Background: an optimization exercise with open tools, aiming at small area and a short achievable clock period. Do not read the settings as production practice.
The RTL was checked by simulation tests, not by an equivalence proof against the original design.

## run A
Design FAS, start of the top module:
module FAS (data_valid, data, clk, rst, fir_d, fir_valid, fft_valid, done, freq,
 fft_d1, fft_d2, fft_d3, fft_d4, fft_d5, fft_d6, fft_d7, fft_d8,
 fft_d9, fft_d10, fft_d11, fft_d12, fft_d13, fft_d14, fft_d15, fft_d0);
clock: 18.0 ns
lec_check: 0
cap_margin: 20
core_margin: 2
core_utilization: 40
cts_cluster_diameter: 150
cts_cluster_size: 20
slew_margin: 20
standard.sh (not shown) runs the stock make flow with config.mk's settings and CLKGATE_MAP_FILE= SYNTH_SCRIPT=/design/flow/synth_recipe.tcl, a recipe that flattens the netlist after the stock synthesis.
==> flow/flow/run.sh <==
#!/bin/bash
set -euo pipefail
export SETUP_SLACK_MARGIN=12.9
export BUFFER_PORTS_ARGS="-buffer_cell sky130_fd_sc_hd__buf_1"
export PRE_IO_PLACEMENT_TCL=$PWD/flow/io.tcl
R=orfs/results/sky130hd/FAS/base
bash standard.sh synth > flow_synth.log 2>&1
cp $R/1_2_yosys.v yosys_netlist_orig.v
python3 flow/fixfa.py yosys_netlist_orig.v $R/1_2_yosys.v > fixfa.log 2>&1
bash standard.sh > flow_layout.log 2>&1
Other scripts of this flow, unchanged in this note and not shown: flow/flow/fixfa.py, flow/flow/io.tcl
Run A finished every step from synthesis to the final layout, and the layout passed the timing, design-rule and antenna checks.
Modified inputs, run B compared to run A
-- flow/config.mk --
<<< run A, line 11
export CTS_CLUSTER_DIAMETER = 150
export CTS_CLUSTER_SIZE = 20
export SLEW_MARGIN = 20
>>> run B, line 11
export CTS_CLUSTER_DIAMETER = 150
export CTS_CLUSTER_SIZE = 20
export PLACE_DENSITY = 0.75
export SLEW_MARGIN = 20
Findings:
- ~same end-of-flow core utilization in run B and run A
- Changes observed in run B relative to run A: number of buffers added by the clock tree synthesis step moved up, number of fill cells in the layout moved down.
- As far as worst setup slack is concerned, run B and run A perform about the same.
- Delta (run B minus run A): critical path required time comparable.
- Run B: no failed stages, no open violations at the end
### run B -> run C
-- flow/config.mk --
<<< run B, line 8
export CAP_MARGIN = 20
export CORE_MARGIN = 2
export CORE_UTILIZATION = 40
export CTS_CLUSTER_DIAMETER = 150
export CTS_CLUSTER_SIZE = 20
export PLACE_DENSITY = 0.75
export SLEW_MARGIN = 20
>>> run C, line 8
export CAP_MARGIN = 20
export CORE_MARGIN = 2
export CORE_UTILIZATION = 50
export CTS_CLUSTER_DIAMETER = 150
export CTS_CLUSTER_SIZE = 20
export SLEW_MARGIN = 20
Findings:
The final layout from run C, which completed every stage, passed the timing, design-rule and antenna checks at the end of the flow.
On clock-pin slew on the worst setup and hold paths, run B and run C are neck and neck.
Count of cells resized by post-cts repair (higher): run C
Tap cell count in run C vs run B: down 833
Global-route usage: higher on run C
Last element of the critical path = freq[3]: run C; last element of the critical path = fft_d7[13]: run B
In the reports for run B and run C, the smaller global-route wire length before repair belongs to run B.
For run D, these inputs were changed with respect to run C:
-- flow/config.mk --
<<< run C, line 8
export CAP_MARGIN = 20
export CORE_MARGIN = 2
export CORE_UTILIZATION = 50
export CTS_CLUSTER_DIAMETER = 150
export CTS_CLUSTER_SIZE = 20
>>> run D, line 8
export CAP_MARGIN = 20
export CORE_MARGIN = 2
export CORE_UTILIZATION = 40
export CTS_CLUSTER_DIAMETER = 150
export CTS_CLUSTER_SIZE = 20
==> results.txt <==
For the reg2reg setup slack, run D came in 90 ps higher than run C did. The total wire length after detailed routing of run D was superior to that of run C. Run D vs. run C: sequential share of layout area went down by 0.24 points. Looking at total routing resource utilization after global routing across run C and run D, the one that comes out lower is run D. Diff run C -> run D: ratio of final minimum period to clock period now sits at about the same level, synthesis-to-finish area growth now sits higher.

FAS, a different RTL version from the one above (not shown whole).
For scale: roughly 12,000 cells after synthesis, ~550 I/O pins, about 140,000 um^2 of cells after synthesis.
export LEC_CHECK = 0
export CAP_MARGIN = 20
export CORE_MARGIN = 2
export CORE_UTILIZATION = 40
export SLEW_MARGIN = 20
create_clock -name core_clock -period 18.0 [get_ports {clk}]
==> flow/flow/run.sh <==
#!/bin/bash
set -euo pipefail
export SETUP_SLACK_MARGIN=13.2
export BUFFER_PORTS_ARGS="-buffer_cell sky130_fd_sc_hd__buf_4"
R=orfs/results/sky130hd/FAS/base
bash standard.sh synth > flow_synth.log 2>&1
cp $R/1_2_yosys.v yosys_netlist_orig.v
python3 flow/fixfa.py yosys_netlist_orig.v $R/1_2_yosys.v > fixfa.log 2>&1
bash standard.sh > flow_layout.log 2>&1
Other scripts of this flow, unchanged in this note and not shown: flow/flow/fixfa.py
The starting point produced a clean layout.
Edit:
--- a/flow/flow/run.sh
+++ b/flow/flow/run.sh
@@ -2,4 +2,4 @@
 set -euo pipefail
-export SETUP_SLACK_MARGIN=13.2
-export BUFFER_PORTS_ARGS="-buffer_cell sky130_fd_sc_hd__buf_4"
+export SETUP_SLACK_MARGIN=12.9
+export BUFFER_PORTS_ARGS="-buffer_cell sky130_fd_sc_hd__buf_2"
 R=orfs/results/sky130hd/FAS/base
Outcome: The changed run completed with no timing, DRC or antenna violations; core utilization drops by 2.0 points; register-to-register slack gets worse by 0.15 ns; routed wire length drops by 2.4%; synthesized area is unchanged; clock skew climbs by 0.013 ns; non-clock buffer count drops by 277; worst setup slack gets worse by 0.0074 ns; hold slack is about the same.

-- what the ideal ports hide --
Ports are ideal in the flow. The routed layouts listed here were re-timed in OpenROAD. Step 1: set_driving_cell puts a clkbuf_16 on clk and a buf_2 on each other input, an assumption about the parent block. Step 2, shift: input delay + t, output delay - t, t = (earliest + latest rising clock arrival at the registers) / 2. This alone moves slack from input paths to output paths. Three values: ideal ports, drivers, drivers and shift; two values: the first two.
| run | shift t [ns] | slack for setup (ns) | worst register clock-pin slew, ns | worst data-port slew with drivers (ns) |
|---|---|---|---|---|
| run A | 0.964 | 12.973 / 12.868 / 13.087 | 0.10 / 0.10 | 0.06 |
| run B | 0.972 | 12.974 / 12.868 / 13.099 | 0.10 / 0.10 | 0.09 |
| run C | 0.943 | 12.959 / 12.855 / 13.063 | 0.10 / 0.10 | 0.20 |
| run D | 0.963 | 12.965 / 12.854 / 13.153 | 0.10 / 0.10 | 0.07 |
| the first run of note 2 | 0.992 | 12.875 / 12.779 / 13.171 | 0.07 / 0.07 | 0.05 |
| the second run of note 2 | 0.996 | 12.868 / 12.774 / 13.022 | 0.08 / 0.08 | 0.05 |
After both steps every run listed still meets setup and hold.
